What follows belongs to an exercise in optimizing a design on an open flow for small area; a production flow would make more cautious choices. At most, simulation tests tie the RTL to the original design; equivalence was not proved. The RTL of runs 2 and 3 was laid out without a check of its function. Power and IR drop assume default switching activity.

## flow/run.sh

```bash
#!/bin/bash
# Own layout flow: the standard ORFS flow (standard.sh), with these changes:
#  - synthesis is ORFS's synth.tcl run through synth_recipe.tcl as usual (same passes, registers,
#    flattening and renaming), except that the combinational logic is mapped with the
#    area-oriented ABC script flow/area.abc, without the Kogge-Stone adder map and without
#    full-adder extraction;
#  - port buffers use sky130_fd_sc_hd__buf_1;
#  - flow/extra.mk adds make variables (one NAME=value per line), e.g. the CTS arguments;
#  - everything else (floorplan, tapcells, PDN, placement, CTS, routing) is the standard flow.
# All tool output goes to flow_make.log here and to ORFS's own logs under orfs/logs.
set -euo pipefail
W=$(pwd)
FLOWDIR=$W/flow
# synthesis script: ORFS synth.tcl with the abc call using our script
sed -e "s|log_cmd abc {\*}\$abc_args|log_cmd abc {*}[lreplace \$abc_args 1 1 $FLOWDIR/area.abc]|" \
  "$FLOW_HOME/scripts/synth.tcl" > "$W/own_synth_core.tcl"
grep -q "$FLOWDIR/area.abc" "$W/own_synth_core.tcl"
sed -e "s|source \$::env(SCRIPTS_DIR)/synth.tcl|source $W/own_synth_core.tcl|" \
  "$W/synth_recipe.tcl" > "$W/own_synth.tcl"
grep -q own_synth_core "$W/own_synth.tcl"
# further make variables, one NAME=value per line
EXTRA=()
if [[ -f "$FLOWDIR/extra.mk" ]]; then mapfile -t EXTRA < <(grep -v '^#' "$FLOWDIR/extra.mk" | grep .); fi
bash "$W/standard.sh" SYNTH_SCRIPT="$W/own_synth.tcl" ADDER_MAP_FILE= \
  SYNTH_OPERATIONS_ARGS="-noshare" BUFFER_PORTS_ARGS="-buffer_cell sky130_fd_sc_hd__buf_1" \
  "${EXTRA[@]}" finish > "$W/flow_make.log" 2>&1
```

## flow/area.abc

```
strash
ifraig
dch
amap
topo
stime -c
buffer -c
upsize -D 9000
dnsize -D 9000
```

## flow/extra.mk

```make
CTS_ARGS=-sink_clustering_enable -repair_clock_nets -dont_use_dummy_load -buf_list {sky130_fd_sc_hd__clkbuf_4 sky130_fd_sc_hd__clkbuf_8}
```

## standard.sh

```bash
#!/bin/bash
# synth_recipe.tcl (not shown) runs the flow's synth.tcl, then flattens the netlist and writes it again
# the make line also repeats each setting of config.mk as NAME=value (left out here)
make -C /OpenROAD-flow-scripts/flow DESIGN_CONFIG=/design/flow/config.mk WORK_HOME=/design/flow/orfs CLKGATE_MAP_FILE= SYNTH_SCRIPT=/design/flow/synth_recipe.tcl "${@:-finish}"
```

## config.mk

```make
export PLATFORM = sky130hd
export DESIGN_NAME = fpadd_top
export DESIGN_NICKNAME = fpadd_top
export VERILOG_FILES = /design/flow/design.v
export SDC_FILE = /design/flow/constraint.sdc
export NUM_CORES = 4
export LEC_CHECK = 0
export CAP_MARGIN = 0
export CORE_MARGIN = 2
export CORE_UTILIZATION = 55
export CTS_BUF_LIST = sky130_fd_sc_hd__clkbuf_4 sky130_fd_sc_hd__clkbuf_8
export SETUP_SLACK_MARGIN = -0.4
export SLEW_MARGIN = 0
```

## constraint.sdc

```tcl
create_clock -name core_clock -period 11.0 [get_ports {clk}]
set_input_delay 2.2000 -clock core_clock [delete_from_list [all_inputs] [get_ports {clk}]]
set_output_delay 2.2000 -clock core_clock [all_outputs]
set_load 0.01 [all_outputs]
```

## design.v

```verilog
module fpadd_top (
    input  wire        clk,
    input  wire [31:0] a,
    input  wire [31:0] b,
    output reg  [31:0] y
);
    reg  [31:0] a_q, b_q;
    wire        s_w;
    wire [7:0]  e_w;
    wire [22:0] f_w;
    fp_adder u_add (
        .sign1(a_q[31]), .sign2(b_q[31]),
        .exp1(a_q[30:23]), .exp2(b_q[30:23]),
        .frac1(a_q[22:0]), .frac2(b_q[22:0]),
        .sign_out(s_w), .exp_out(e_w), .frac_out(f_w)
    );
    always @(posedge clk) begin
        a_q <= a;
        b_q <= b;
        y   <= {s_w, e_w, f_w};
    end
endmodule

module fp_adder(
    input wire sign1,sign2,
    input wire[7:0] exp1,exp2,
    input wire [22:0] frac1,frac2,
    output wire sign_out,
    output wire [7:0] exp_out,
    output wire [22:0] frac_out
);
    wire [8:0] ed  = {1'b0,exp1} - {1'b0,exp2};
    wire       elt = ed[8];                  
    wire       eeq = ~|ed[7:0];
    wire [23:0] ca = {1'b0,frac1} + {1'b0,~frac2};
    wire       fgt = ca[23];
    wire       gt  = eeq ? fgt : ~elt;       
    wire [7:0] eb  = elt ? exp2 : exp1;
    wire [7:0] d   = elt ? (exp2 - exp1) : ed[7:0];
    wire       hi  = |d[7:5];
    wire        sb = gt ? sign1 : sign2;
    wire [23:0] fb = gt ? {1'b1,frac1} : {1'b1,frac2};
    wire [23:0] fs = gt ? {1'b1,frac2} : {1'b1,frac1};
    wire [23:0] r0 = (d[4] | hi) ? {16'd0, fs[23:16]} : fs;
    wire [23:0] r1 = (d[3] | hi) ? {8'd0, r0[23:8]} : r0;
    wire [23:0] r2 = d[2] ? {4'd0, r1[23:4]} : r1;
    wire [23:0] r3 = d[1] ? {2'd0, r2[23:2]} : r2;
    wire [23:0] fa = d[0] ? {1'd0, r3[23:1]} : r3;
    wire        sub = sign1 ^ sign2;
    wire [24:0] sum = {1'b0,fb} + {sub,fa ^ {24{sub}}} + {24'd0,sub};
    wire [31:0] x = {sum, 7'h00};
    wire [15:0] v1; wire [15:0] c1;
    genvar i;
    for (i=0;i<16;i=i+1) begin: l1
        assign v1[i] = x[2*i+1] | x[2*i];
        assign c1[i] = ~x[2*i+1];
    end
    wire [7:0] v2; wire [15:0] c2;
    for (i=0;i<8;i=i+1) begin: l2
        assign v2[i] = v1[2*i+1] | v1[2*i];
        assign c2[2*i+1:2*i] = v1[2*i+1] ? {1'b0, c1[2*i+1]} : {1'b1, c1[2*i]};
    end
    wire [3:0] v3; wire [11:0] c3;
    for (i=0;i<4;i=i+1) begin: l3
        assign v3[i] = v2[2*i+1] | v2[2*i];
        assign c3[3*i+2:3*i] = v2[2*i+1] ? {1'b0, c2[4*i+3:4*i+2]} : {1'b1, c2[4*i+1:4*i]};
    end
    wire [1:0] v4; wire [7:0] c4;
    for (i=0;i<2;i=i+1) begin: l4
        assign v4[i] = v3[2*i+1] | v3[2*i];
        assign c4[4*i+3:4*i] = v3[2*i+1] ? {1'b0, c3[6*i+5:6*i+3]} : {1'b1, c3[6*i+2:6*i]};
    end
    wire [4:0] z = v4[1] ? {1'b0, c4[7:4]} : {1'b1, c4[3:0]};
    wire [24:0] n0 = z[4] ? {sum[8:0], 16'd0} : sum;
    wire [24:0] n1 = z[3] ? {n0[16:0], 8'd0} : n0;
    wire [24:0] n2 = z[2] ? {n1[20:0], 4'd0} : n1;
    wire [24:0] n3 = z[1] ? {n2[22:0], 2'd0} : n2;
    wire [24:0] n4 = z[0] ? {n3[23:0], 1'd0} : n3;
    wire zero = ~(v4[1] | v4[0]);
    wire [9:0] re9 = {2'b0,eb} + 10'd1 - {5'b0,z};
    wire [7:0] re = re9[7:0];
    wire flush = zero | re9[9];
    assign sign_out = sb & ~zero;
    assign exp_out  = flush ? 8'd0 : re;
    assign frac_out = flush ? 23'd0 : n4[23:1];
endmodule
```

==> results.rst, run 1 <==
.. list-table::
   :header-rows: 1

   * - Metric
     - Value
   * - Combinational share of power
     - about three fifths
   * - Clock sink count
     - 96
   * - Port buffer count
     - 96
   * - CTS root buf
     - sky130_fd_sc_hd__clkbuf_8
   * - Crit path top cell by count
     - sky130_fd_sc_hd__inv_1
   * - Post-DP HPWL
     - around 15000 µm
   * - Final-report hold violation count
     - 0
   * - Maximum vdd drop
     - about 0.19 mV
   * - Reg2Reg Launch Point
     - a_q[25]
   * - Non-filler instance count after layout
     - 1155
   * - Setup slack, reg-to-reg
     - just under 0.6 ns
   * - CP arrival
     - 10.68 ns
   * - Pin count of the biggest net entering global routing
     - ~50
   * - Worst setup path start
     - a_q[25]
   * - Worst slew pin tran
     - between 0.7 and 0.8 ns
   * - Post-synthesis share of cell area spent on full adders, half adders and majority gates
     - 0%
   * - Flip-flop and latch count after synthesis
     - 96
   * - Clock skew
     - roughly 0.02 ns
   * - Core footprint
     - between 0.01 and 0.015 mm²
   * - Syn nets
     - about 1000
   * - Area of all placed cells without fillers
     - 0.00711 mm²
   * - Number of buffers between clock root and the deepest sink
     - 2
   * - Min-delay worst type
     - reg -> reg
   * - Mean routed wirelength per cell
     - approximately 17 µm
   * - Maximum fanout along the worst path
     - 48
   * - Number of synthesized flops with an enable pin
     - 0
   * - Clk slew on worst S/H paths
     - 0.08 ns
   * - Syn_area_per_cell
     - 6.85 µm²
   * - Area of the mapped netlist
     - between 0.006 and 0.007 mm²
   * - Simple-gate share of the synthesized area
     - 19.0%
   * - Net count of the finished layout
     - 1079
   * - Die Wd
     - between 100 and 150 µm
   * - Largest family of logic cells by synthesized area
     - compound AO/OA/AOI/OAI gates
   * - Worst reg2reg path depth
     - 53
   * - Htree depth
     - 3
   * - Length of the first detailed-routing pass in iterations
     - 6
   * - Instance count after placement with tap cells included
     - ~1100
   * - Total wire length
     - 19500 µm
   * - Clock share of power
     - 12.2%
   * - Global-route usage over all layers
     - approximately 31%
   * - Top flip-flop cell by instance count after synthesis
     - sky130_fd_sc_hd__dfxtp_1
   * - Top-level I/O count
     - a little under 100
   * - Die H
     - about 110 µm
   * - Switching component of the power
     - between 0.6 and 0.7 mW
   * - Crit path required time
     - around 11 ns
   * - Delay of the slowest critical-path stage
     - 0.48 ns
   * - Async set or reset register ratio after synthesis
     - 0%
   * - Number of max-slew violations in the final report
     - 0
   * - Distinct cell type count after synthesis
     - 44
   * - Detailed router's first-iteration violation count
     - slightly above 500
   * - DRC Markers
     - 0
   * - Run status
     - finished clean
   * - Pwr Density
     - about 220 mW/mm²
   * - Grt ovf
     - 0
   * - Sequential group share of total power
     - between 20% and 30%
   * - Slowest stage cell, crit path
     - sky130_fd_sc_hd__o311ai_0
   * - Pleak
     - about 2.8 nW
   * - Residual antenna-violating net count after detailed routing
     - 0
   * - Fraction of final layout cells sized beyond drive strength 1
     - around 4.7%
   * - Setup crit end
     - y[2]
   * - Floorplan die area
     - about 0.013 mm²
   * - Total vias in the final route
     - 7228
   * - Cts bufs inserted
     - 9
   * - Worst Setup End Kind
     - flop
   * - Warnings, synthesis
     - 1
   * - Start-to-end type of the worst setup path
     - reg -> reg
   * - Post-synthesis sequential area ratio
     - a little under a third
   * - Via density per instance
     - ~6.3
   * - Antenna cells
     - 0
   * - Dpl cell area
     - around 0.0069 mm²
   * - Initial antenna violation count
     - 0
   * - Int Power
     - ~0.84 mW
   * - Proportion of synthesized area in mux cells
     - 0%
   * - Switching share of power
     - between 40% and 50%
   * - XOR/XNOR Fraction of Synth Area
     - 0%
   * - Initial Util
     - 56.3%
   * - Number of violations of the max-capacitance limit
     - 0
   * - CTS tree
     - built
   * - Layout Area Growth over Synthesis
     - 11.1%
   * - Complex-gate fraction of the synthesized area
     - between 40% and 50%
   * - Final period demand of the worst path
     - roughly 10 ns
   * - Relative slew slack
     - between 50 and 60%
   * - Capturing point of the worst reg2reg path
     - y[2]
   * - Routability congestion estimate
     - about 0.95
   * - Std cell rows
     - 39
   * - F_max
     - 0.0960 GHz
   * - Total of endpoints with negative setup slack in the final report
     - 0
   * - Number of global-route vias before repair
     - between 6000 and 7000
   * - First-pass GRT wire length
     - 31400 µm
   * - Post-synthesis cell count
     - about 930
   * - Period utilisation layout
     - a little over nine tenths
   * - Critical Path Start Type
     - flop
   * - Clock latency at the later pin of the worst-skew pair
     - a little under 0.4 ns
   * - Hold Crit Start
     - a_q[31]
worst min-delay path by stage:
| stage | end | slack [ns] | cells after the start |
|---|---|---|---|
| floorplan | y[31] | 0.51 | 2 |
| detailed placement | y[31] | 0.59 | 2 |
| global placement | y[31] | 0.56 | 2 |
| global route | y[31] | 0.61 | 2 |
| CTS | y[31] | 0.58 | 2 |
| finish | y[31] | 0.58 | 2 |
Yosys cell counts (all sizes together) (2+ instances only):
cell	instances	share of area (%)
nor4b	2	0.27
a221oi	7	1.1
a21o	5	0.59
a21oi	101	7.9
o22ai	90	8.8
o22a	72	9.9
nand4	5	0.49
o21ai	55	4.3
dfxtp	96	30
a211oi	7	0.82
o32ai	8	1.1
a32oi	3	0.41
nor2b	5	0.49
nor4	4	0.39
clkinv	3	0.18
a22oi	9	1.1
o211ai	6	0.70
or2	2	0.20
nor2	182	11
o221ai	11	1.5
o221a	4	0.70
o2111ai	2	0.27
nand2	57	3.3
nand3	7	0.55
clkbuf	48	2.8
inv	85	5.0
or3	9	0.88
nor3	18	1.4
a41oi	2	0.27
o21a	7	0.82
o32a	11	1.7
area by class of cell:
| class | instances | area [µm²] |
|---|---|---|
| fill | 1077 | 4260 |
| multi-input combinational | 702 | 4030 |
| sequential | 96 | 1920 |
| timing repair buffer | 117 | 522 |
| inverter | 88 | 330 |
| tap | 143 | 179 |
| clock buffer | 9 | 124 |
what timing repair did:
action / in CTS / in global routing
resized for setup: 0 / 11
setup endpoints to repair: 0 / 31
setup buffers: 0 / 1
hold buffers: 0 / 0
state kept, by name, indices dropped and copies added, names as in the netlist:
name  count
a_q      32
y        32
b_q      32
cells in the final DEF, fill, tap and decap left out, types with 7 or more instances in the layout:
master                     count
sky130_fd_sc_hd__clkbuf_8      9
sky130_fd_sc_hd__o221ai_1     11
sky130_fd_sc_hd__o32ai_1       8
sky130_fd_sc_hd__a21oi_1      99
sky130_fd_sc_hd__o22a_1       72
sky130_fd_sc_hd__o21ai_0      53
sky130_fd_sc_hd__inv_1        84
sky130_fd_sc_hd__buf_4        20
sky130_fd_sc_hd__buf_1        96
sky130_fd_sc_hd__nand3_1       7
sky130_fd_sc_hd__dfxtp_1      96
sky130_fd_sc_hd__o21a_1        7
sky130_fd_sc_hd__nand2_1      57
sky130_fd_sc_hd__nor3_1       16
sky130_fd_sc_hd__or3_1         9
sky130_fd_sc_hd__o22ai_1      89
sky130_fd_sc_hd__a211oi_1      7
sky130_fd_sc_hd__o32a_1       11
sky130_fd_sc_hd__nor2_1      181
sky130_fd_sc_hd__a22oi_1       9
kinds of logic (layout without fill, tap and decap cells):
logic type             after synthesis  after routing
buffers and inverters              136            214
AOI/OAI and AO/OA                  408            408
and+or+nand+nor                    294            294
DFF                                 96             96
metrics by stage:
stage | TNS [ns] | power, mW | utilization (%) | hold slack [ns] | setup slack [ns]
floorplan | 0 | 1.11 | - | 0.515 | 1.73
global placement | 0 | 1.31 | 60.9 | 0.557 | 0.550
detailed placement | -1.68 | 1.32 | 60.9 | 0.590 | -0.0696
CTS | -4.91 | 1.52 | 62.0 | 0.582 | -0.181
global route | -10.35 | 1.64 | 62.5 | 0.612 | -0.366
finish | 0 | 1.53 | 62.5 | 0.580 | 0.586
worst max-delay path, delay by kind of cell, from the launching register on:
family	cells	cell delay, ns
and+or+nand+nor	16	2.49
DFF	1	0.34
buffers and inverters	12	1.68
AOI/OAI and AO/OA	25	5.71
power by group through the flow:
stage               Sequential [mW]  Clock [mW]  Combinational, mW
detailed placement            0.450           0              0.874
global route                  0.450       0.197              0.993
CTS                           0.445       0.190              0.881
floorplan                     0.476           0              0.633
finish                        0.446       0.186              0.899
global placement              0.448           0              0.861
routing by layer:
metal / wire [µm] / up-vias / global-route usage [%]
met5: 0 / - / 0
li1: - / 3613 / -
met2: 9610 / 264 / 54.6
met4: 637 / 0 / 13.1
met3: 1050 / 47 / 5.12
met1: 8240 / 3304 / 36.4
==> inputs of run 2 (changes only) <==
--- a/design.v
+++ b/design.v
@@ -36,5 +36,5 @@
     wire       fgt = ca[23];
     wire       gt  = eeq ? fgt : ~elt;       
-    wire [7:0] eb  = elt ? exp2 : exp1;
+    wire [7:0] eb  = gt ? exp1 : exp2;
     wire [7:0] d   = elt ? (exp2 - exp1) : ed[7:0];
     wire       hi  = |d[7:5];
--- a/config.mk
+++ b/config.mk
@@ -6,8 +6,8 @@
 export NUM_CORES = 4
 export LEC_CHECK = 0
-export CAP_MARGIN = 0
+export CAP_MARGIN = 20
 export CORE_MARGIN = 2
 export CORE_UTILIZATION = 55
 export CTS_BUF_LIST = sky130_fd_sc_hd__clkbuf_4 sky130_fd_sc_hd__clkbuf_8
 export SETUP_SLACK_MARGIN = -0.4
-export SLEW_MARGIN = 0
+export SLEW_MARGIN = 20
==> run 2 against run 1 <==
Cell count decreased by 0.17%. Largest power group unchanged. Power shrank 1.4%. First-iteration DRC count up 27%. Global-route usage up 0.62 points. Die area shrank 0.24%.
==> results.rst, run 2 <==
.. list-table::
   :header-rows: 1

   * - Metric
     - Value
   * - Slowest stage cell, crit path
     - sky130_fd_sc_hd__o221ai_1
   * - First-pass GRT wire length
     - 32200 µm (+2.7%)
   * - Top-level I/O count
     - 97 (unchanged)
   * - Cts bufs inserted
     - 9 (unchanged)
   * - CP arrival
     - 10.79 ns (+0.11 ns)
   * - Clock sink count
     - 96 (unchanged)
   * - Largest cells by area after synthesis
     - sky130_fd_sc_hd__dfxtp_1, sky130_fd_sc_hd__nor2_1, sky130_fd_sc_hd__o22a_1, sky130_fd_sc_hd__o22ai_1, sky130_fd_sc_hd__a21oi_1
   * - Number of synthesized flops with an enable pin
     - 0 (unchanged)
   * - Post-place setup slack
     - -0.181 ns (-0.111 ns)
   * - Commonest non-fill, non-tap cells in the layout
     - sky130_fd_sc_hd__nor2_1, sky130_fd_sc_hd__a21oi_1, sky130_fd_sc_hd__dfxtp_1, sky130_fd_sc_hd__buf_1, sky130_fd_sc_hd__o22ai_1
   * - Layout Area Growth over Synthesis
     - 11.7%
   * - Fraction of final layout cells sized beyond drive strength 1
     - 5.45% (+0.70 points)
   * - Antenna cells
     - 0 (unchanged)
   * - Leading cell type by number of instances after synthesis
     - sky130_fd_sc_hd__nor2_1
   * - Post-synthesis cell count
     - 934 (unchanged)
   * - Clock latency at the later pin of the worst-skew pair
     - 0.39 ns (about the same)
   * - Crit path top cell by count
     - sky130_fd_sc_hd__inv_1
   * - Hold buffers post-CTS
     - 0 (unchanged)
   * - Die H
     - 112 µm (-0.12%)
   * - Global-route usage over all layers
     - 31.3% (+0.62 points)
   * - Syn nets
     - 999 (unchanged)
   * - Pwr Density
     - 212 mW/mm² (-1.7%)
   * - Area of all placed cells without fillers
     - 0.00713 mm² (+0.30%)
   * - Mean routed wirelength per cell
     - 17.4 µm (+3.1%)
   * - Number of max-slew violations in the final report
     - 0 (unchanged)
   * - Worst-case hold slack
     - 0.594 ns (+0.0142 ns)
   * - Total of endpoints with negative setup slack in the final report
     - 0 (unchanged)
   * - Dpl cell area
     - 0.00691 mm² (-0.29%)
   * - Initial Util
     - 56.2% (-0.14 points)
   * - Core footprint
     - 0.0114 mm² (unchanged)
   * - Clock skew
     - 0.0228 ns (+0.00276 ns)
   * - Pin count of the biggest net entering global routing
     - 47 (-4.1%)
   * - Pleak
     - 2.86 nW (+0.52%)
   * - Flip-flop and latch count after synthesis
     - 96 (unchanged)
   * - Cell depth of the worst hold path
     - 2 (unchanged)
   * - Residual antenna-violating net count after detailed routing
     - 0 (unchanged)
   * - Initial antenna violation count
     - 0 (unchanged)
   * - Final period demand of the worst path
     - 10.53 ns (+0.114 ns)
   * - Min-delay worst type
     - reg -> reg
   * - Clk slew on worst S/H paths
     - 0.09 ns (about the same)
   * - Library cell occupying the most area in the post-synthesis netlist
     - sky130_fd_sc_hd__dfxtp_1
   * - CTS tree
     - built
   * - Die Wd
     - 112 µm (-0.12%)
   * - Port buffer count
     - 96 (unchanged)
   * - Maximum fanout along the worst path
     - 30 (-38%)
   * - Total power draw
     - 1.51 mW (-1.4%)
   * - Relative slew slack
     - 50.2% (-0.74 points)
   * - Most common cell after layout, fill and taps aside
     - sky130_fd_sc_hd__nor2_1
   * - Registers with the most flip-flops
     - a_q x32, b_q x32, y x32
   * - Final-report hold violation count
     - 0 (unchanged)
   * - Syn_area_per_cell
     - 6.84 µm² (-0.25%)
   * - Net count of the finished layout
     - 1077 (-0.19%)
   * - Worst reg2reg path depth
     - 55 (+3.8%)
   * - Post-synthesis sequential area ratio
     - 30.1% (+0.076 points)
   * - Number of buffers between clock root and the deepest sink
     - 2 (unchanged)
   * - Async set or reset register ratio after synthesis
     - 0% (unchanged)
   * - Distinct cell type count after synthesis
     - 42 (-4.5%)
   * - Std cell rows
     - 39 (unchanged)
   * - Warnings, synthesis
     - 1 (unchanged)
   * - Floorplan die area
     - 0.0125 mm² (-0.24%)
   * - Routability congestion estimate
     - 1.01 (+6.1%)
   * - Synth top cells by count
     - sky130_fd_sc_hd__nor2_1, sky130_fd_sc_hd__a21oi_1, sky130_fd_sc_hd__dfxtp_1, sky130_fd_sc_hd__o22ai_1, sky130_fd_sc_hd__inv_1
   * - Run status
     - finished clean
   * - Worst Setup End Kind
     - flop
   * - Via density per instance
     - 6.37 (+1.9%)
   * - Share of the synthesized area in the top cell type
     - 30.1% (+0.076 points)
   * - Length of the first detailed-routing pass in iterations
     - 5 (-1)
   * - Top flip-flop cell by instance count after synthesis
     - sky130_fd_sc_hd__dfxtp_1
   * - Total vias in the final route
     - 7349 (+1.7%)
   * - Detailed router's first-iteration violation count
     - 654 (+27%)
   * - F_max
     - 0.0950 GHz (-1.1%)
   * - DRC Markers
     - 0 (unchanged)
   * - Total wire length
     - 20100 µm (+2.9%)
   * - Period utilisation layout
     - 95.7% (+1.0 points)
   * - Htree depth
     - 3 (unchanged)
   * - Delay of the slowest critical-path stage
     - 0.42 ns (-0.06 ns)
   * - Start-to-end type of the worst setup path
     - reg -> reg
   * - Worst slew pin tran
     - 0.747 ns (+0.0188 ns)
   * - CTS root buf
     - sky130_fd_sc_hd__clkbuf_8
   * - Maximum vdd drop
     - 0.178 mV (-7.0%)
   * - Critical Path Start Type
     - flop
   * - Final setup margin
     - 0.472 ns (-0.114 ns)
   * - Number of global-route vias before repair
     - 6850 (+2.6%)
   * - Area of the mapped netlist
     - 0.00638 mm² (-0.25%)
   * - Post-DP HPWL
     - 15200 µm (+0.55%)
   * - Crit path required time
     - 11.26 ns (about the same)
   * - Number of violations of the max-capacitance limit
     - 0 (unchanged)
   * - Grt ovf
     - 0 (unchanged)
==> run 2: cell types whose count changed after synthesis, sizes merged, moves of 3 or more <==
| cell | before | now |
|---|---|---|
| o22a | 72 | 76 |
| buf | 0 | 4 |
| nor3 | 18 | 15 |
| clkbuf | 48 | 44 |
| o22ai | 90 | 96 |
| o32a | 11 | 7 |
| a21oi | 101 | 105 |
==> run 2: logic make-up after synthesis <==
logic type,share of synthesized area (%)
AND/OR/NAND/NOR,19.0
buffers and inverters,7.88
flip-flops,30.1
AO/OA/AOI/OAI,43.0
==> run 2: what timing repair did <==
action                                  4_1_cts  5_1_grt
buffers inserted                              0        0
gates resized for setup                       0       26
endpoints found under the setup margin        0       30
==> run 2: through the flow <==
stage          instances  util [%]  setup TNS [ns]
4_1_cts             1153      61.8           -6.58
3_5_place_dp        1144      60.7           -4.78
2_1_floorplan        934         -               0
3_3_place_gp        1144      60.7               0
6_report            1153      62.7               0
5_1_grt             1153      62.7          -12.18
==> run 2: layout make-up <==
type / instances / area [µm²]
clock buffer: 9 / 124
timing repair buffer: 115 / 519
fill: 1059 / 4240
sequential: 96 / 1920
multi-input combinational: 704 / 4050
tap: 143 / 179
inverter: 86 / 334
==> run 2: layer usage <==
layer / up-vias / part of all wire [%] / global-route usage, %
met4: 0 / 4.2 / 17.3
li1: 3613 / - / -
met3: 55 / 6.3 / 5.39
met5: - / 0 / 0
met1: 3358 / 43 / 38.4
met2: 323 / 47 / 52.3
==> run 2: worst paths after layout <==
| kind | startpoint | end | slack [ns] |
|---|---|---|---|
| setup / recovery | b_q[24] | y[11] | 0.47 |
| hold reg to reg | a_q[31] | y[31] | 0.59 |
| setup reg to reg | b_q[24] | y[11] | 0.47 |
| hold / removal | a_q[31] | y[31] | 0.59 |
==> run 2: where the power goes <==
part           leakage [nW]  total (mW)  internal [mW]  switching [mW]
registers             0.810       0.446          0.417          0.0283
clock network        0.0647       0.186         0.0734           0.112
logic                  1.99       0.878          0.334           0.543
==> run 2: worst max-delay path, delay by kind of cell, from the launching register on <==
family,cells,cell delay [ns]
compound gates,25,5.52
buf+inv,12,1.95
flops,1,0.37
simple gates,18,2.55
==> inputs of run 3 (changes only) <==
--- a/design.v
+++ b/design.v
@@ -36,6 +36,6 @@
     wire       fgt = ca[23];
     wire       gt  = eeq ? fgt : ~elt;       
-    wire [7:0] eb  = gt ? exp1 : exp2;
-    wire [7:0] d   = elt ? (exp2 - exp1) : ed[7:0];
+    wire [7:0] eb  = elt ? exp2 : exp1;
+    wire [7:0] d   = (ed[7:0] ^ {8{elt}}) + {7'd0,elt};
     wire       hi  = |d[7:5];
     wire        sb = gt ? sign1 : sign2;
==> run 3 against run 2 <==
Flip-flop and latch count did not move. Register-to-register slack improved by 0.04 ns. Highest routed layer unchanged. Critical endpoint is now y[25]. Combinational power fell by 3.6%. Via count fell by 4.2%. Power fell by 2.5%. Synthesized cell count fell by 1.5%. Cell count fell by 0.95%.
==> results.rst, run 3 <==
.. list-table::
   :header-rows: 1

   * - Metric
     - Value
   * - Setup slack, reg-to-reg
     - 0.52 ns (+0.04 ns)
   * - Distinct cell type count after synthesis
     - 55 (+31%)
   * - Number of synthesized flops with an enable pin
     - 0 (unchanged)
   * - Final-report hold violation count
     - 0 (unchanged)
   * - Htree depth
     - 3 (unchanged)
   * - Mean routed wirelength per cell
     - 16.3 µm (-6.4%)
   * - CTS tree
     - built
   * - Worst reg2reg path depth
     - 58 (+5.5%)
   * - Syn nets
     - 985 (-1.4%)
   * - Hold buffers post-CTS
     - 0 (unchanged)
   * - Start-to-end type of the worst setup path
     - reg -> reg
   * - Relative slew slack
     - 46.8% (-3.3 points)
   * - Top flip-flop cell by instance count after synthesis
     - sky130_fd_sc_hd__dfxtp_1
   * - Post-DP HPWL
     - 14600 µm (-3.8%)
   * - Residual antenna-violating net count after detailed routing
     - 0 (unchanged)
   * - Via density per instance
     - 6.16 (-3.3%)
   * - Pleak
     - 2.81 nW (-1.9%)
   * - Total power draw
     - 1.47 mW (-2.5%)
   * - Commonest non-fill, non-tap cells in the layout
     - sky130_fd_sc_hd__nor2_1, sky130_fd_sc_hd__a21oi_1, sky130_fd_sc_hd__dfxtp_1, sky130_fd_sc_hd__buf_1, sky130_fd_sc_hd__o22ai_1
   * - Worst-case hold slack
     - 0.620 ns (+0.0258 ns)
   * - Share of the synthesized area in the top cell type
     - 30.3% (+0.17 points)
   * - Area of the mapped netlist
     - 0.00635 mm² (-0.57%)
   * - Total of endpoints with negative setup slack in the final report
     - 0 (unchanged)
   * - Core footprint
     - 0.0113 mm² (-0.43%)
   * - Clock latency at the later pin of the worst-skew pair
     - 0.38 ns (about the same)
   * - Die Wd
     - 111 µm (-0.28%)
   * - Std cell rows
     - 39 (unchanged)
   * - Flip-flop and latch count after synthesis
     - 96 (unchanged)
   * - Crit path required time
     - 11.28 ns (+0.02 ns)
   * - Pwr Density
     - 208 mW/mm² (-1.9%)
   * - Port buffer count
     - 96 (unchanged)
   * - Hold Crit Start
     - a_q[31]
   * - Reg2Reg Launch Point
     - b_q[3]
   * - Worst slew pin tran
     - 0.797 ns (+0.0492 ns)
   * - Post-CTS Setup Bufs
     - 0 (unchanged)
   * - Synth top cells by count
     - sky130_fd_sc_hd__nor2_1, sky130_fd_sc_hd__a21oi_1, sky130_fd_sc_hd__dfxtp_1
   * - Detailed router's first-iteration violation count
     - 476 (-27%)
   * - Post-place setup slack
     - 0.462 ns (+0.643 ns)
   * - Total vias in the final route
     - 7040 (-4.2%)
   * - Number of max-slew violations in the final report
     - 0 (unchanged)
   * - CP arrival
     - 10.77 ns (-0.02 ns)
   * - Worst Setup End Kind
     - flop
   * - Number of resized instances in the post-cts repair step
     - 0 (unchanged)
   * - Capturing point of the worst reg2reg path
     - y[25]
   * - Number of violations of the max-capacitance limit
     - 0 (unchanged)
   * - Maximum fanout along the worst path
     - 48 (+60%)
   * - Grt ovf
     - 0 (unchanged)
   * - Initial antenna violation count
     - 0 (unchanged)
   * - Antenna cells
     - 0 (unchanged)
   * - Routability congestion estimate
     - 0.923 (-8.4%)
   * - Critical Path Start Type
     - flop
   * - Cell depth of the worst hold path
     - 2 (unchanged)
   * - Registers with the most flip-flops
     - a_q x32, b_q x32, y x32
   * - Clock sink count
     - 96 (unchanged)
   * - Warnings, synthesis
     - 1 (unchanged)
   * - Library cell occupying the most area in the post-synthesis netlist
     - sky130_fd_sc_hd__dfxtp_1
   * - Period utilisation layout
     - 95.3% (-0.39 points)
   * - Most common cell after layout, fill and taps aside
     - sky130_fd_sc_hd__nor2_1
   * - Length of the first detailed-routing pass in iterations
     - 5 (unchanged)
   * - Maximum vdd drop
     - 0.197 mV (+11%)
   * - Initial Util
     - 56.1% (-0.078 points)
   * - Die H
     - 111 µm (-0.28%)
   * - Floorplan die area
     - 0.0124 mm² (-0.55%)
   * - Run status
     - finished clean
   * - Number of buffers between clock root and the deepest sink
     - 2 (unchanged)
   * - Post-synthesis cell count
     - 920 (-1.5%)
   * - Net count of the finished layout
     - 1066 (-1.0%)
   * - Global-route usage over all layers
     - 29.7% (-1.6 points)
   * - Final setup margin
     - 0.515 ns (+0.0428 ns)
   * - Number of global-route vias before repair
     - 6482 (-5.4%)
   * - Clock skew
     - 0.0256 ns (+0.00285 ns)
   * - Largest cells by area after synthesis
     - sky130_fd_sc_hd__dfxtp_1, sky130_fd_sc_hd__o22a_1, sky130_fd_sc_hd__nor2_1, sky130_fd_sc_hd__o22ai_1, sky130_fd_sc_hd__a21oi_1
   * - Layout Area Growth over Synthesis
     - 11.6% (about the same)
   * - Leading cell type by number of instances after synthesis
     - sky130_fd_sc_hd__nor2_1
   * - Min-delay worst type
     - reg -> reg
   * - Final period demand of the worst path
     - 10.48 ns (-0.0428 ns)
   * - DRC Markers
     - 0 (unchanged)
   * - CTS root buf
     - sky130_fd_sc_hd__clkbuf_8
   * - Post-synthesis sequential area ratio
     - 30.3% (+0.17 points)
   * - Slowest stage cell, crit path
     - sky130_fd_sc_hd__or4b_1
   * - Delay of the slowest critical-path stage
     - 0.49 ns (+0.07 ns)
   * - Async set or reset register ratio after synthesis
     - 0% (unchanged)
   * - Fraction of final layout cells sized beyond drive strength 1
     - 5.51% (+0.060 points)
   * - Syn_area_per_cell
     - 6.90 µm² (+0.94%)
   * - Total wire length
     - 18700 µm (-7.3%)
   * - Cts bufs inserted
     - 9 (unchanged)
   * - Top-level I/O count
     - 97 (unchanged)
   * - F_max
     - 0.0954 GHz (+0.41%)
   * - Area of all placed cells without fillers
     - 0.00708 mm² (-0.67%)
   * - End of the worst hold path
     - y[31]
   * - Clk slew on worst S/H paths
     - 0.08 ns (about the same)
   * - Dpl cell area
     - 0.00691 mm² (+0.13%)
   * - First-pass GRT wire length
     - 30500 µm (-5.2%)
   * - Pin count of the biggest net entering global routing
     - 49 (+4.3%)
==> run 3: cell count changes after synthesis, moves of 6 or more <==
| cell | before | now |
|---|---|---|
| sky130_fd_sc_hd__inv_1 | 82 | 69 |
| sky130_fd_sc_hd__nor2_1 | 180 | 163 |
| sky130_fd_sc_hd__a22oi_1 | 9 | 2 |
| sky130_fd_sc_hd__o32ai_1 | 7 | 1 |
| sky130_fd_sc_hd__nand2_1 | 56 | 67 |
| sky130_fd_sc_hd__buf_2 | 0 | 6 |
| sky130_fd_sc_hd__o22ai_1 | 96 | 88 |
==> run 3: worst max-delay path by stage <==
stage / slack, ns / cells past startpoint / endpoint / from
after floorplan: 1.68 / 58 / y[25] / b_q[3]
after global placement: 0.67 / 53 / y[25] / b_q[24]
after detailed placement: 0.46 / 54 / y[25] / a_q[24]
after CTS: 0.40 / 54 / y[8] / a_q[24]
after global routing: -0.43 / 58 / y[25] / b_q[3]
final: 0.52 / 58 / y[25] / b_q[3]
==> run 3: critical path, delay by kind of cell, from the launching register on <==
kind	cells	cell delay (ns)
buffers and inverters	9	1.11
AO/OA/AOI/OAI	25	4.17
flip-flops	1	0.35
AND/OR/NAND/NOR	24	4.73
==> run 3: power by group <==
group          total, mW  switching, mW  leakage (nW)  internal [mW]
Sequential         0.442         0.0257         0.810          0.416
Clock              0.183          0.110        0.0647         0.0734
Combinational      0.846          0.516          1.93          0.330
Total               1.47          0.652          2.81          0.819
==> run 3: area by class of cell <==
type	count	area, µm²
clock buffers	9	124
repair buffers	119	558
well taps	143	179
fillers	1034	4240
flip-flops and latches	96	1920
multi-input cells	699	4010
inverters	76	289
==> run 3: per-layer routing <==
metal | track usage (%) | routed length [µm] | vias to the layer above
li1 | - | - | 3566
met1 | 35.7 | 7790 | 3156
met2 | 52.0 | 8970 | 274
met3 | 5.44 | 1280 | 44
met4 | 12.8 | 616 | 0
met5 | 0 | 0 | -
==> run 3: cells by family after synthesis <==
kind of cell / Yosys count / share of synthesized area, %
and+or+nand+nor: 295 / 19.8
buffers and inverters: 125 / 7.51
DFF: 96 / 30.3
AOI/OAI and AO/OA: 402 / 42.1
xor gates and xnor gates: 2 / 0.276
==> run 3: per-stage QoR <==
step / utilization [%] / cells / TNS (ns)
2_1_floorplan: - / 920 / 0
3_3_place_gp: 61.1 / 1133 / 0
3_5_place_dp: 61.1 / 1133 / 0
4_1_cts: 62.2 / 1142 / 0
5_1_grt: 62.6 / 1142 / -11.76
6_report: 62.6 / 1142 / 0
==> inputs of run 4 (changes only) <==
--- a/design.v
+++ b/design.v
@@ -33,9 +33,8 @@
     wire       elt = ed[8];                  
     wire       eeq = ~|ed[7:0];
-    wire [23:0] ca = {1'b0,frac1} + {1'b0,~frac2};
-    wire       fgt = ca[23];
+    wire       fgt = frac1 > frac2;
     wire       gt  = eeq ? fgt : ~elt;       
     wire [7:0] eb  = elt ? exp2 : exp1;
-    wire [7:0] d   = (ed[7:0] ^ {8{elt}}) + {7'd0,elt};
+    wire [7:0] d   = elt ? (exp2 - exp1) : ed[7:0];
     wire       hi  = |d[7:5];
     wire        sb = gt ? sign1 : sign2;
==> flow/area.abc (replaced) <==
strash
ifraig
dch
amap
topo
stime -c
buffer -c
upsize -c
dnsize -c
==> flow/extra.mk (replaced) <==
CTS_ARGS=-sink_clustering_enable -repair_clock_nets -dont_use_dummy_load -root_buf sky130_fd_sc_hd__clkbuf_8 -buf_list {sky130_fd_sc_hd__clkbuf_4}
--- a/config.mk
+++ b/config.mk
@@ -10,4 +10,3 @@
 export CORE_UTILIZATION = 55
 export CTS_BUF_LIST = sky130_fd_sc_hd__clkbuf_4 sky130_fd_sc_hd__clkbuf_8
-export SETUP_SLACK_MARGIN = -0.4
 export SLEW_MARGIN = 20
==> run 4 against run 3 <==
Power increased by 7.7%. Cell count increased by 1.8%. Register-to-register slack improved by 0.39 ns. Clock skew decreased by 0.0086 ns. Critical path type unchanged. Via count increased by 0.75%. Worst hold slack got worse by 0.028 ns. First-iteration DRC count decreased by 9.7%. Critical endpoint is now y[6]. Still clean on timing, DRC and antenna.
==> results.rst, run 4 <==
.. list-table::
   :header-rows: 1

   * - Metric
     - Value
   * - Antenna cells
     - 0 (unchanged)
   * - Total vias in the final route
     - 7093 (+0.75%)
   * - Net count of the finished layout
     - 1082 (+1.5%)
   * - Flip-flop and latch count after synthesis
     - 96 (unchanged)
   * - Period utilisation layout
     - 91.8% (-3.5 points)
   * - Share of the synthesized area in the top cell type
     - 28.9% (-1.4 points)
   * - Clock skew
     - 0.0171 ns (-0.00856 ns)
   * - CTS tree
     - built
   * - Warnings, synthesis
     - 1 (unchanged)
   * - Met1 Use GR
     - 34.1% (-1.6 points)
   * - Core footprint
     - 0.0119 mm² (+5.2%)
   * - Post-DP HPWL
     - 14700 µm (+1.0%)
   * - CP arrival
     - 10.35 ns (-0.42 ns)
   * - Hold Crit Start
     - b_q[31]
   * - Number of synthesized flops with an enable pin
     - 0 (unchanged)
   * - Total wire length
     - 18700 µm (+0.17%)
   * - Reg2Reg Launch Point
     - b_q[24]
   * - CTS root buf
     - sky130_fd_sc_hd__clkbuf_8
   * - Residual antenna-violating net count after detailed routing
     - 0 (unchanged)
   * - Initial Util
     - 55.9% (-0.21 points)
   * - Total negative slack
     - 0 ns (unchanged)
   * - Worst setup path start
     - b_q[24]
   * - Min-delay worst type
     - reg -> reg
   * - Library cell occupying the most area in the post-synthesis netlist
     - sky130_fd_sc_hd__dfxtp_1
   * - Clock latency at the later pin of the worst-skew pair
     - 0.38 ns (about the same)
   * - Die H
     - 114 µm (+2.3%)
   * - Post-synthesis cell count
     - 943 (+2.5%)
   * - Final period demand of the worst path
     - 10.10 ns (-0.390 ns)
   * - Std cell rows
     - 40 (+2.6%)
   * - Number of max-slew violations in the final report
     - 0 (unchanged)
   * - Synth top cells by count
     - sky130_fd_sc_hd__nor2_1, sky130_fd_sc_hd__a21oi_1, sky130_fd_sc_hd__dfxtp_1
   * - Initial antenna violation count
     - 0 (unchanged)
   * - Post-synthesis sequential area ratio
     - 28.9% (-1.4 points)
   * - Detailed router's first-iteration violation count
     - 430 (-9.7%)
   * - Floorplan die area
     - 0.0130 mm² (+4.7%)
   * - Area of the mapped netlist
     - 0.00666 mm² (+4.8%)
   * - DRC Markers
     - 0 (unchanged)
   * - Grt ovf
     - 0 (unchanged)
   * - Total power draw
     - 1.58 mW (+7.7%)
   * - Async set or reset register ratio after synthesis
     - 0% (unchanged)
   * - Routability congestion estimate
     - 0.943 (+2.2%)
   * - Number of global-route vias before repair
     - 6402 (-1.2%)
   * - Crit path required time
     - 11.26 ns (-0.02 ns)
   * - Run status
     - finished clean
   * - Clk slew on worst S/H paths
     - 0.09 ns (about the same)
   * - Worst Setup End Kind
     - flop
   * - Leading cell type by number of instances after synthesis
     - sky130_fd_sc_hd__nor2_1
   * - # fillers
     - 1088 (+5.2%)
   * - Largest cells by area after synthesis
     - sky130_fd_sc_hd__dfxtp_1, sky130_fd_sc_hd__o22a_1, sky130_fd_sc_hd__nor2_1, sky130_fd_sc_hd__a21oi_1, sky130_fd_sc_hd__o22ai_1
   * - Final-report hold violation count
     - 0 (unchanged)
   * - Delay of the slowest critical-path stage
     - 0.43 ns (-0.06 ns)
   * - Layout Area Growth over Synthesis
     - 9.53%
   * - Worst slew pin tran
     - 0.738 ns (-0.0590 ns)
   * - Met3 global-route usage
     - 4.73% (-0.71 points)
   * - Distinct cell type count after synthesis
     - 62 (+13%)
   * - Die Wd
     - 114 µm (+2.3%)
   * - Cts bufs inserted
     - 9 (unchanged)
   * - Htree depth
     - 3 (unchanged)
   * - Number of violations of the max-capacitance limit
     - 0 (unchanged)
   * - Top flip-flop cell by instance count after synthesis
     - sky130_fd_sc_hd__dfxtp_1
   * - Relative slew slack
     - 50.3% (+3.5 points)
   * - First-pass GRT wire length
     - 30100 µm (-1.3%)
   * - Top-level I/O count
     - 97 (unchanged)
   * - Mean routed wirelength per cell
     - 16.1 µm (-1.6%)
   * - Pin count of the biggest net entering global routing
     - 49 (unchanged)
   * - Syn_area_per_cell
     - 7.06 µm² (+2.3%)
   * - Number of buffers between clock root and the deepest sink
     - 2 (unchanged)
   * - Port buffer count
     - 96 (unchanged)
   * - Slowest stage cell, crit path
     - sky130_fd_sc_hd__nor4_1
   * - Pwr Density
     - 217 mW/mm² (+4.7%)
   * - Total of endpoints with negative setup slack in the final report
     - 0 (unchanged)
   * - Met2 capacity usage during global routing
     - 50.6% (-1.4 points)
   * - Hold buffers post-CTS
     - 0 (unchanged)
   * - Critical Path Start Type
     - flop
   * - Gr busiest metal
     - met2
   * - Global-route usage over all layers
     - 28.7% (-0.94 points)
   * - Clock sink count
     - 96 (unchanged)
   * - Pleak
     - 2.94 nW (+4.6%)
   * - Via density per instance
     - 6.10 (-0.98%)
   * - Commonest non-fill, non-tap cells in the layout
     - sky130_fd_sc_hd__nor2_1, sky130_fd_sc_hd__a21oi_1, sky130_fd_sc_hd__dfxtp_1, sky130_fd_sc_hd__buf_1, sky130_fd_sc_hd__o22a_1
   * - Start-to-end type of the worst setup path
     - reg -> reg
   * - Buf+Inv Stages, Crit Path
     - 12 (+3)
   * - Length of the first detailed-routing pass in iterations
     - 7 (+2)
   * - Registers with the most flip-flops
     - a_q x32, b_q x32, y x32
   * - Most common cell after layout, fill and taps aside
     - sky130_fd_sc_hd__nor2_1
   * - Syn nets
     - 1008 (+2.3%)
   * - Maximum vdd drop
     - 0.194 mV (-1.4%)
   * - Gate family responsible for the most delay along the worst path
     - compound AO/OA/AOI/OAI gates
   * - F_max
     - 0.0991 GHz (+3.9%)
   * - Maximum fanout along the worst path
     - 40 (-17%)
   * - Fraction of final layout cells sized beyond drive strength 1
     - 7.98% (+2.5 points)
## run 4: cell count changes in the layout (fill, tap and decap cells not counted), moves of 6 or more
| cell | previous run | this run |
|---|---|---|
| sky130_fd_sc_hd__a21oi_1 | 101 | 107 |
| sky130_fd_sc_hd__a21oi_2 | 3 | 9 |
| sky130_fd_sc_hd__a221oi_1 | 4 | 10 |
| sky130_fd_sc_hd__inv_2 | 3 | 13 |
| sky130_fd_sc_hd__nand2_1 | 67 | 57 |
| sky130_fd_sc_hd__nor2_1 | 163 | 183 |
| sky130_fd_sc_hd__nor2b_1 | 11 | 5 |
| sky130_fd_sc_hd__o21ai_0 | 54 | 45 |
| sky130_fd_sc_hd__o22a_1 | 76 | 82 |
| sky130_fd_sc_hd__o22ai_1 | 86 | 71 |
| sky130_fd_sc_hd__o32ai_1 | 1 | 9 |
## run 4: tightest hold or removal path, stage by stage (launching register included)
cell and delay, ns:
sky130_fd_sc_hd__dfxtp_1 0.34, sky130_fd_sc_hd__o22ai_1 0.15, sky130_fd_sc_hd__nor2_1 0.06
## run 4: cell families after synthesis
logic type,count (synthesis),share of synthesized area [%]
AOI/OAI and AO/OA,415,43.6
and+or+nand+nor,295,19.3
buffers and inverters,137,8.22
DFF,96,28.9
## run 4: per-stage QoR
step / setup slack (ns) / hold slack (ns) / util [%] / area (µm²) / cells
floorplan: 2.61 / 0.515 / - / 6660 / 943
global placement: 0.815 / 0.575 / 59.5 / 7090 / 1149
detailed placement: 0.450 / 0.579 / 59.5 / 7090 / 1149
CTS: 0.352 / 0.591 / 60.6 / 7220 / 1158
global route: -0.00805 / 0.621 / 61.2 / 7290 / 1162
finish: 0.905 / 0.592 / 61.2 / 7290 / 1162
## run 4: final timing paths
kind / cells after the start / slack, ns / to
worst max-delay path: 60 / 0.90 / y[6]
worst min-delay path: 2 / 0.59 / y[31]
worst max register to register: 60 / 0.90 / y[6]
worst min register to register: 2 / 0.59 / y[31]
## run 4: report_power, final
part,internal (mW),total [mW],switching (mW)
logic,0.377,0.958,0.581
clock network,0.0733,0.181,0.107
registers,0.419,0.445,0.0261
total,0.869,1.58,0.715
## run 4: timing repair
action	in CTS	in global routing
setup buffers	0	4
setup endpoints to repair	0	30
resized for setup	0	13
## run 4: cell type report
cell class / instances / area (µm²) / area share (%)
clock buffers: 9 / 124 / 1.70
inverters: 85 / 329 / 4.51
multi-input cells: 710 / 4210 / 57.8
flip-flops and latches: 96 / 1920 / 26.4
well taps: 147 / 184 / 2.52
repair buffers: 115 / 519 / 7.12
## run 4: metal layers
metal  wire length, µm  up-vias
met2              8910      254
met5                 0        -
met1              8030     3143
li1                  -     3647
met3              1040       49
met4               700        0
==> inputs of run 5 (changes only) <==
--- a/design.v
+++ b/design.v
@@ -33,5 +33,6 @@
     wire       elt = ed[8];                  
     wire       eeq = ~|ed[7:0];
-    wire       fgt = frac1 > frac2;
+    wire [23:0] ca = {1'b0,frac1} + {1'b0,~frac2};
+    wire       fgt = ca[23];
     wire       gt  = eeq ? fgt : ~elt;       
     wire [7:0] eb  = elt ? exp2 : exp1;
==> flow/area.abc (replaced) <==
strash
ifraig
dch
amap
topo
stime -c
buffer -c
upsize -D 9000
dnsize -D 9000
==> flow/extra.mk (replaced) <==
CTS_ARGS=-sink_clustering_enable -repair_clock_nets -dont_use_dummy_load -sink_clustering_size 40 -sink_clustering_max_diameter 200 -buf_list {sky130_fd_sc_hd__clkbuf_16}
--- a/config.mk
+++ b/config.mk
@@ -9,4 +9,5 @@
 export CORE_MARGIN = 2
 export CORE_UTILIZATION = 55
-export CTS_BUF_LIST = sky130_fd_sc_hd__clkbuf_4 sky130_fd_sc_hd__clkbuf_8
+export CTS_BUF_LIST = sky130_fd_sc_hd__clkbuf_16
+export SETUP_SLACK_MARGIN = -0.4
 export SLEW_MARGIN = 20
==> run 5 against run 4 <==
Still clean. Worst hold slack got worse by 0.0035 ns. Synthesized area fell by 3.8%. Count of clock-buffer cells in the layout did not move. Utilization rose by 2.3 points. Clock power rose by 47%. Power rose by 1.7%. Cell area fell by 1.0%. Critical path type unchanged.
==> results.rst, run 5 <==
.. list-table::
   :header-rows: 1

   * - Metric
     - Value
   * - Area taken by flip-flops and latches
     - 0.00192 mm² (unchanged)
   * - Final-report hold violation count
     - 0 (unchanged)
   * - CTS tree
     - built
   * - Crit path top cell by count
     - sky130_fd_sc_hd__inv_1
   * - Non-filler instance count after layout
     - 1155 (-0.60%)
   * - Detailed router's first-iteration violation count
     - 433 (+0.70%)
   * - Hold buffers post-CTS
     - 0 (unchanged)
   * - Cts bufs inserted
     - 9 (unchanged)
   * - Cell depth of the worst hold path
     - 2 (unchanged)
   * - Gr busiest metal
     - met2
   * - Buf+Inv Stages, Crit Path
     - 13 (+1)
   * - Antenna cells
     - 0 (unchanged)
   * - Share of the synthesized area in the top cell type
     - 30.0% (+1.1 points)
   * - Total negative slack
     - 0 ns (unchanged)
   * - Relative slew slack
     - 51.3% (+0.96 points)
   * - # fillers
     - 1061 (-2.5%)
   * - Total wire length
     - 19500 µm (+4.6%)
   * - Run status
     - finished clean
   * - Crit path required time
     - 11.23 ns (-0.03 ns)
   * - Residual antenna-violating net count after detailed routing
     - 0 (unchanged)
   * - Dpl cell area
     - 0.00693 mm² (-2.3%)
   * - Start-to-end type of the worst setup path
     - reg -> reg
   * - First-pass GRT wire length
     - 31500 µm (+4.4%)
   * - CTS root buf
     - sky130_fd_sc_hd__clkbuf_16
   * - Met2 capacity usage during global routing
     - 54.1% (+3.5 points)
   * - Clock skew
     - 0.0121 ns (-0.00501 ns)
   * - Post-synthesis cell count
     - 934 (-0.95%)
   * - Layout Area Growth over Synthesis
     - 12.7%
   * - Maximum fanout along the worst path
     - 48 (+20%)
   * - Number of global-route vias before repair
     - 6692 (+4.5%)
   * - Slowest stage cell, crit path
     - sky130_fd_sc_hd__o311ai_0
   * - Setup slack, reg-to-reg
     - 0.65 ns (-0.26 ns)
   * - Syn_area_per_cell
     - 6.85 µm² (-2.9%)
   * - Final period demand of the worst path
     - 10.35 ns (+0.256 ns)
   * - Syn nets
     - 999 (-0.89%)
   * - Core footprint
     - 0.0114 mm² (-4.5%)
   * - Delay of the slowest critical-path stage
     - 0.44 ns (about the same)
   * - Number of buffers between clock root and the deepest sink
     - 2 (unchanged)
   * - Warnings, synthesis
     - 1 (unchanged)
   * - Commonest non-fill, non-tap cells in the layout
     - sky130_fd_sc_hd__nor2_1, sky130_fd_sc_hd__a21oi_1, sky130_fd_sc_hd__dfxtp_1, sky130_fd_sc_hd__buf_1, sky130_fd_sc_hd__o22ai_1
   * - CP arrival
     - 10.59 ns (+0.24 ns)
   * - XOR/XNOR Fraction of Synth Area
     - 0% (unchanged)
   * - Registers with the most flip-flops
     - a_q x32, b_q x32, y x32
   * - Largest family of logic cells by synthesized area
     - compound AO/OA/AOI/OAI gates
   * - Logic depth of the worst setup path including buffers
     - 55 (-8.3%)
   * - Distinct cell type count after synthesis
     - 44 (-29%)
   * - Mean routed wirelength per cell
     - 16.9 µm (+5.3%)
   * - Top flip-flop cell by instance count after synthesis
     - sky130_fd_sc_hd__dfxtp_1
   * - Complex-gate fraction of the synthesized area
     - 43.0% (-0.62 points)
   * - Proportion of synthesized area in mux cells
     - 0% (unchanged)
   * - Gate family responsible for the most delay along the worst path
     - compound AO/OA/AOI/OAI gates
   * - Routability congestion estimate
     - 0.948 (+0.57%)
   * - Min-delay worst type
     - reg -> reg
   * - Number of max-slew violations in the final report
     - 0 (unchanged)
   * - Met3 global-route usage
     - 5.01% (+0.28 points)
   * - Flip-flop and latch count after synthesis
     - 96 (unchanged)
   * - DRC Markers
     - 0 (unchanged)
   * - Period utilisation layout
     - 94.1% (+2.3 points)
   * - Simple-gate share of the synthesized area
     - 19.0% (-0.29 points)
   * - Number of violations of the max-capacitance limit
     - 0 (unchanged)
   * - F_max
     - 0.0966 GHz (-2.5%)
   * - Worst slew pin tran
     - 0.723 ns (-0.0142 ns)
   * - Synth top cells by count
     - sky130_fd_sc_hd__nor2_1, sky130_fd_sc_hd__a21oi_1, sky130_fd_sc_hd__dfxtp_1
   * - Length of the first detailed-routing pass in iterations
     - 5 (-2)
   * - Die H
     - 112 µm (-1.9%)
   * - Number of synthesized flops with an enable pin
     - 0 (unchanged)
   * - Total vias in the final route
     - 7184 (+1.3%)
   * - Worst-case hold slack
     - 0.589 ns (-0.00345 ns)
   * - Critical Path Start Type
     - flop
   * - Die Wd
     - 112 µm (-1.9%)
   * - Via density per instance
     - 6.22 (+1.9%)
   * - Initial antenna violation count
     - 0 (unchanged)
   * - Maximum vdd drop
     - 0.192 mV (-0.96%)
   * - Library cell occupying the most area in the post-synthesis netlist
     - sky130_fd_sc_hd__dfxtp_1
   * - Fraction of final layout cells sized beyond drive strength 1
     - 4.74% (-3.2 points)
   * - Clk slew on worst S/H paths
     - 0.06 ns (-0.03 ns)
   * - Utilization after layout
     - 63.5% (+2.3 points)
   * - Grt ovf
     - 0 (unchanged)
   * - Area of the mapped netlist
     - 0.00640 mm² (-3.8%)
   * - Area of all placed cells without fillers
     - 0.00722 mm² (-1.0%)
   * - Port buffer count
     - 96 (unchanged)
   * - Async set or reset register ratio after synthesis
     - 0% (unchanged)
   * - Initial Util
     - 56.3% (+0.43 points)
   * - Met1 Use GR
     - 36.7% (+2.7 points)
   * - Std cell rows
     - 39 (-2.5%)
   * - Instance count after placement with tap cells included
     - 1145 (-0.35%)
   * - Worst reg2reg path depth
     - 55 (-8.3%)
   * - Post-synthesis share of cell area spent on full adders, half adders and majority gates
     - 0% (unchanged)
   * - Total of endpoints with negative setup slack in the final report
     - 0 (unchanged)
   * - Pleak
     - 2.89 nW (-1.4%)
   * - Leading cell type by number of instances after synthesis
     - sky130_fd_sc_hd__nor2_1
   * - Largest cells by area after synthesis
     - sky130_fd_sc_hd__dfxtp_1, sky130_fd_sc_hd__nor2_1, sky130_fd_sc_hd__o22a_1, sky130_fd_sc_hd__o22ai_1, sky130_fd_sc_hd__a21oi_1
   * - Pwr Density
     - 223 mW/mm² (+2.7%)
   * - Top-level I/O count
     - 97 (unchanged)
   * - Worst Setup End Kind
     - flop
   * - Pin count of the biggest net entering global routing
     - 49 (unchanged)
   * - Most common cell after layout, fill and taps aside
     - sky130_fd_sc_hd__nor2_1
   * - Multi-input gate area
     - 0.00403 mm² (-4.2%)
   * - Clock sink count
     - 96 (unchanged)
   * - Floorplan die area
     - 0.0125 mm² (-3.7%)
   * - Global-route usage over all layers
     - 30.8% (+2.1 points)
   * - Clock latency at the later pin of the worst-skew pair
     - 0.35 ns (-0.03 ns)
   * - Htree depth
     - 3 (unchanged)
   * - Post-DP HPWL
     - 15100 µm (+2.3%)
   * - Post-synthesis sequential area ratio
     - 30.0% (+1.1 points)
   * - Net count of the finished layout
     - 1079 (-0.28%)
==> run 5: cell types whose count changed in the layout (fill, tap and decap cells not counted), moves of 6 or more <==
cell	previous run	this run
sky130_fd_sc_hd__a21oi_1	107	99
sky130_fd_sc_hd__o22ai_1	71	89
sky130_fd_sc_hd__clkbuf_16	0	9
sky130_fd_sc_hd__inv_1	67	84
sky130_fd_sc_hd__o22a_1	82	72
sky130_fd_sc_hd__a21oi_2	9	1
sky130_fd_sc_hd__nor3_1	10	16
sky130_fd_sc_hd__inv_2	13	1
sky130_fd_sc_hd__o21ai_0	45	53
sky130_fd_sc_hd__o32a_1	5	11
sky130_fd_sc_hd__clkbuf_8	9	0
==> run 5: repair_timing <==
item,in CTS,in global routing
setup endpoints to repair,0,31
setup buffers,0,1
gates resized for setup,0,12
==> run 5: logic make-up after synthesis <==
group / Yosys count
flip-flops: 96
AND/OR/NAND/NOR: 294
buffers and inverters: 136
AO/OA/AOI/OAI: 408
==> run 5: worst register-to-register path: cells and delay by family (launching register included) <==
family / cells / cell delay, ns
AO/OA/AOI/OAI: 25 / 5.45
AND/OR/NAND/NOR: 17 / 2.65
flip-flops: 1 / 0.34
buffers and inverters: 13 / 1.80
==> run 5: power by group <==
| group | switching (mW) | internal [mW] |
|---|---|---|
| combinational | 0.553 | 0.345 |
| clock | 0.122 | 0.144 |
| sequential | 0.0285 | 0.418 |
| total | 0.703 | 0.908 |
==> run 5: per-layer routing <==
metal / share of wire (%) / wire length, µm
met2: 49 / 9530
met1: 43 / 8320
met3: 5.0 / 986
met5: 0 / 0
met4: 3.6 / 709
==> run 5: layout make-up <==
type | instances | share of cell area [%]
clock buffer | 9 | 3.12
sequential | 96 | 26.6
tap | 143 | 2.48
timing repair buffer | 117 | 7.28
multi-input combinational | 702 | 55.9
inverter | 88 | 4.58
==> run 5: worst paths after layout <==
kind | to | start
max | y[2] | a_q[25]
min | y[31] | a_q[31]
max reg2reg | y[2] | a_q[25]
min reg2reg | y[31] | a_q[31]
==> run 5: through the flow <==
step,total power [mW],setup slack (ns)
after global routing,1.72,-0.380
final,1.61,0.648
after floorplan,1.11,1.73
after CTS,1.60,-0.229
after global placement,1.31,0.550
after detailed placement,1.32,-0.0696
==> inputs of run 6 (changes only) <==
==> flow/extra.mk (replaced) <==
CTS_ARGS=-sink_clustering_enable -repair_clock_nets -dont_use_dummy_load -sink_clustering_size 8 -root_buf sky130_fd_sc_hd__clkbuf_8 -buf_list {sky130_fd_sc_hd__clkbuf_2}
--- a/config.mk
+++ b/config.mk
@@ -9,5 +9,5 @@
 export CORE_MARGIN = 2
 export CORE_UTILIZATION = 55
-export CTS_BUF_LIST = sky130_fd_sc_hd__clkbuf_16
+export CTS_BUF_LIST = sky130_fd_sc_hd__clkbuf_2 sky130_fd_sc_hd__clkbuf_8
 export SETUP_SLACK_MARGIN = -0.4
 export SLEW_MARGIN = 20
==> run 6 against run 5 <==
Wire length barely moved. Still clean on timing, DRC and antenna. Global-route usage down 0.13 points. Critical path type unchanged. Power decreased by 4.9%. Maximum frequency down 0.59%.
==> results.rst, run 6 <==
.. list-table::
   :header-rows: 1

   * - Metric
     - Value
   * - Number of max-slew violations in the final report
     - 0 (unchanged)
   * - DRT met1 WL
     - 8240 µm (-0.97%)
   * - Total length of routed met3 wires
     - 1050 µm (+6.6%)
   * - Flip-flop and latch count after synthesis
     - 96 (unchanged)
   * - Library cell occupying the most area in the post-synthesis netlist
     - sky130_fd_sc_hd__dfxtp_1
   * - Global-route usage over all layers
     - 30.7% (-0.13 points)
   * - Commonest non-fill, non-tap cells in the layout
     - sky130_fd_sc_hd__nor2_1, sky130_fd_sc_hd__a21oi_1, sky130_fd_sc_hd__dfxtp_1, sky130_fd_sc_hd__buf_1, sky130_fd_sc_hd__o22ai_1
   * - Final period demand of the worst path
     - 10.41 ns (+0.0619 ns)
   * - Fraction of final layout cells sized beyond drive strength 1
     - 4.74% (unchanged)
   * - Period utilisation layout
     - 94.7% (+0.56 points)
   * - Number of buffers between clock root and the deepest sink
     - 2 (unchanged)
   * - Hold buffers post-CTS
     - 0 (unchanged)
   * - Initial Util
     - 56.3% (unchanged)
   * - Floorplan die area
     - 0.0125 mm² (unchanged)
   * - Syn nets
     - 999 (unchanged)
   * - Top layer reached by signal wires
     - met4
   * - Die Wd
     - 112 µm (unchanged)
   * - Std cell rows
     - 39 (unchanged)
   * - Area of all placed cells without fillers
     - 0.00711 mm² (-1.5%)
   * - Hold Crit Start
     - a_q[31]
   * - Switching share of power
     - 45.4% (+1.7 points)
   * - Cts bufs inserted
     - 9 (unchanged)
   * - XOR/XNOR Fraction of Synth Area
     - 0% (unchanged)
   * - Registers with the most flip-flops
     - a_q x32, b_q x32, y x32
   * - Warnings, synthesis
     - 1 (unchanged)
   * - Clock latency at the later pin of the worst-skew pair
     - 0.39 ns (+0.04 ns)
   * - Grt ovf
     - 0 (unchanged)
   * - Area of the mapped netlist
     - 0.00640 mm² (unchanged)
   * - Proportion of synthesized area in mux cells
     - 0% (unchanged)
   * - Maximum fanout along the worst path
     - 48 (unchanged)
   * - Start-to-end type of the worst setup path
     - reg -> reg
   * - Leading cell type by number of instances after synthesis
     - sky130_fd_sc_hd__nor2_1
   * - Clock sink count
     - 96 (unchanged)
   * - Most common cell after layout, fill and taps aside
     - sky130_fd_sc_hd__nor2_1
   * - Top-level I/O count
     - 97 (unchanged)
   * - Simple-gate share of the synthesized area
     - 19.0% (unchanged)
   * - Worst Setup End Kind
     - flop
   * - Async set or reset register ratio after synthesis
     - 0% (unchanged)
   * - Complex-gate fraction of the synthesized area
     - 43.0% (unchanged)
   * - Net count of the finished layout
     - 1079 (unchanged)
   * - Number of global-route vias before repair
     - 6675 (-0.25%)
   * - Htree depth
     - 3 (unchanged)
   * - Int Power
     - 0.836 mW (-7.9%)
   * - Residual antenna-violating net count after detailed routing
     - 0 (unchanged)
   * - Met2 wire length
     - 9610 µm (+0.87%)
   * - Antenna cells
     - 0 (unchanged)
   * - Final-report hold violation count
     - 0 (unchanged)
   * - CTS root buf
     - sky130_fd_sc_hd__clkbuf_8
   * - Largest cells by area after synthesis
     - sky130_fd_sc_hd__dfxtp_1, sky130_fd_sc_hd__nor2_1, sky130_fd_sc_hd__o22a_1, sky130_fd_sc_hd__o22ai_1, sky130_fd_sc_hd__a21oi_1
   * - Total wire length
     - 19500 µm (about the same)
   * - Layout Area Growth over Synthesis
     - 11.1%
   * - Clock share of power
     - 12.2% (-4.3 points)
   * - Sequential group share of total power
     - 29.1% (+1.4 points)
   * - Pin count of the biggest net entering global routing
     - 49 (unchanged)
   * - Total of endpoints with negative setup slack in the final report
     - 0 (unchanged)
   * - Share of the synthesized area in the top cell type
     - 30.0% (unchanged)
   * - Min-delay worst type
     - reg -> reg
   * - Pwr Density
     - 215 mW/mm² (-3.5%)
   * - Relative slew slack
     - 50.9% (-0.35 points)
   * - Top flip-flop cell by instance count after synthesis
     - sky130_fd_sc_hd__dfxtp_1
   * - CP arrival
     - 10.68 ns (+0.09 ns)
   * - Core footprint
     - 0.0114 mm² (unchanged)
   * - First-pass GRT wire length
     - 31400 µm (-0.31%)
   * - Worst slew pin tran
     - 0.729 ns (+0.00525 ns)
   * - Port buffer count
     - 96 (unchanged)
   * - Pleak
     - 2.85 nW (-1.6%)
   * - CTS tree
     - built
   * - Maximum vdd drop
     - 0.192 mV (-0.33%)
   * - Die H
     - 112 µm (unchanged)
   * - Worst-case hold slack
     - 0.580 ns (-0.00889 ns)
   * - Initial antenna violation count
     - 0 (unchanged)
   * - F_max
     - 0.0960 GHz (-0.59%)
   * - Reg2Reg Launch Point
     - a_q[25]
   * - Post-synthesis sequential area ratio
     - 30.0% (unchanged)
   * - Post-DP HPWL
     - 15100 µm (unchanged)
   * - Critical Path Start Type
     - flop
   * - Detailed router's first-iteration violation count
     - 515 (+19%)
   * - Post-synthesis share of cell area spent on full adders, half adders and majority gates
     - 0% (unchanged)
   * - Worst setup path start
     - a_q[25]
   * - # fillers
     - 1077 (+1.5%)
   * - Delay of the slowest critical-path stage
     - 0.48 ns (+0.04 ns)
   * - Crit path top cell by count
     - sky130_fd_sc_hd__inv_1
   * - Slowest stage cell, crit path
     - sky130_fd_sc_hd__o311ai_0
   * - DRC Markers
     - 0 (unchanged)
   * - Run status
     - finished clean
   * - Combinational share of power
     - 58.7% (+2.9 points)
   * - Largest family of logic cells by synthesized area
     - compound AO/OA/AOI/OAI gates
   * - Distinct cell type count after synthesis
     - 44 (unchanged)
   * - Clk slew on worst S/H paths
     - 0.08 ns (+0.02 ns)
   * - Total vias in the final route
     - 7228 (+0.61%)
   * - Via density per instance
     - 6.26 (+0.61%)
   * - Length of the first detailed-routing pass in iterations
     - 6 (+1)
   * - Crit path required time
     - 11.27 ns (+0.04 ns)
   * - Syn_area_per_cell
     - 6.85 µm² (unchanged)
   * - Number of synthesized flops with an enable pin
     - 0 (unchanged)
   * - Mean routed wirelength per cell
     - 16.9 µm (about the same)
   * - Post-synthesis cell count
     - 934 (unchanged)
   * - Switching component of the power
     - 0.695 mW (-1.2%)
   * - Number of violations of the max-capacitance limit
     - 0 (unchanged)
   * - Clock skew
     - 0.0200 ns (+0.00796 ns)
   * - Routability congestion estimate
     - 0.948 (unchanged)
   * - Synth top cells by count
     - sky130_fd_sc_hd__nor2_1, sky130_fd_sc_hd__a21oi_1, sky130_fd_sc_hd__dfxtp_1
   * - Dpl cell area
     - 0.00693 mm² (unchanged)
-- run 6: cell counts after synthesis --
Identical to the previous run, type by type.
-- run 6: metrics by stage --
step / worst slack, ns / setup TNS (ns) / utilization, % / std cells / power [mW]
after global placement: 0.550 / 0 / 60.9 / 1145 / 1.31
after CTS: -0.181 / -4.91 / 62.0 / 1154 / 1.52
final: 0.586 / 0 / 62.5 / 1155 / 1.53
after global routing: -0.366 / -10.35 / 62.5 / 1155 / 1.64
after floorplan: 1.73 / 0 / - / 934 / 1.11
after detailed placement: -0.0696 / -1.68 / 60.9 / 1145 / 1.32
-- run 6: metal layers --
| metal | vias to the layer above | track usage [%] |
|---|---|---|
| met4 | 0 | 13.1 |
| li1 | 3613 | - |
| met2 | 264 | 54.6 |
| met1 | 3304 | 36.4 |
| met3 | 47 | 5.12 |
| met5 | - | 0 |
-- run 6: repair_timing --
action,in CTS,in global routing
endpoints found under the setup margin,0,31
setup buffers,0,1
resized for setup,0,11
-- run 6: final timing paths --
kind              cells after the start  slack, ns     to
setup / recovery                     53       0.59   y[2]
hold / removal                        2       0.58  y[31]
setup reg to reg                     53       0.59   y[2]
hold reg to reg                       2       0.58  y[31]
-- run 6: power by group through the flow --
stage	Combinational, mW	Clock (mW)	Sequential, mW
2_1_floorplan	0.633	0	0.476
5_1_grt	0.993	0.197	0.450
3_3_place_gp	0.861	0	0.448
4_1_cts	0.881	0.190	0.445
6_report	0.899	0.186	0.446
3_5_place_dp	0.874	0	0.450
-- run 6: critical path: cells and delay by family (launching register included) --
kind | cells | cell delay, ns
compound gates | 25 | 5.71
simple gates | 16 | 2.49
buf+inv | 12 | 1.68
flops | 1 | 0.34
-- run 6: final cells by class --
cell class              instances  area (µm²)  area share (%)
clock buffers                   9         124            1.74
well taps                     143         179            2.52
inverters                      88         330            4.65
flip-flops and latches         96        1920            27.0
multi-input cells             702        4030            56.7
repair buffers                117         522            7.34
-- run 6: logic make-up after synthesis --
group	after synthesis
flip-flops	96
AO/OA/AOI/OAI	408
AND/OR/NAND/NOR	294
buffers and inverters	136

Check on run 6: ideal ports give 0.586 ns setup slack; a clkbuf_16 on the clock port and buf_2 on the inputs give 0.586 ns; moving port delays by the midpoint clock arrival (0.417 ns) as well gives 0.586 ns.
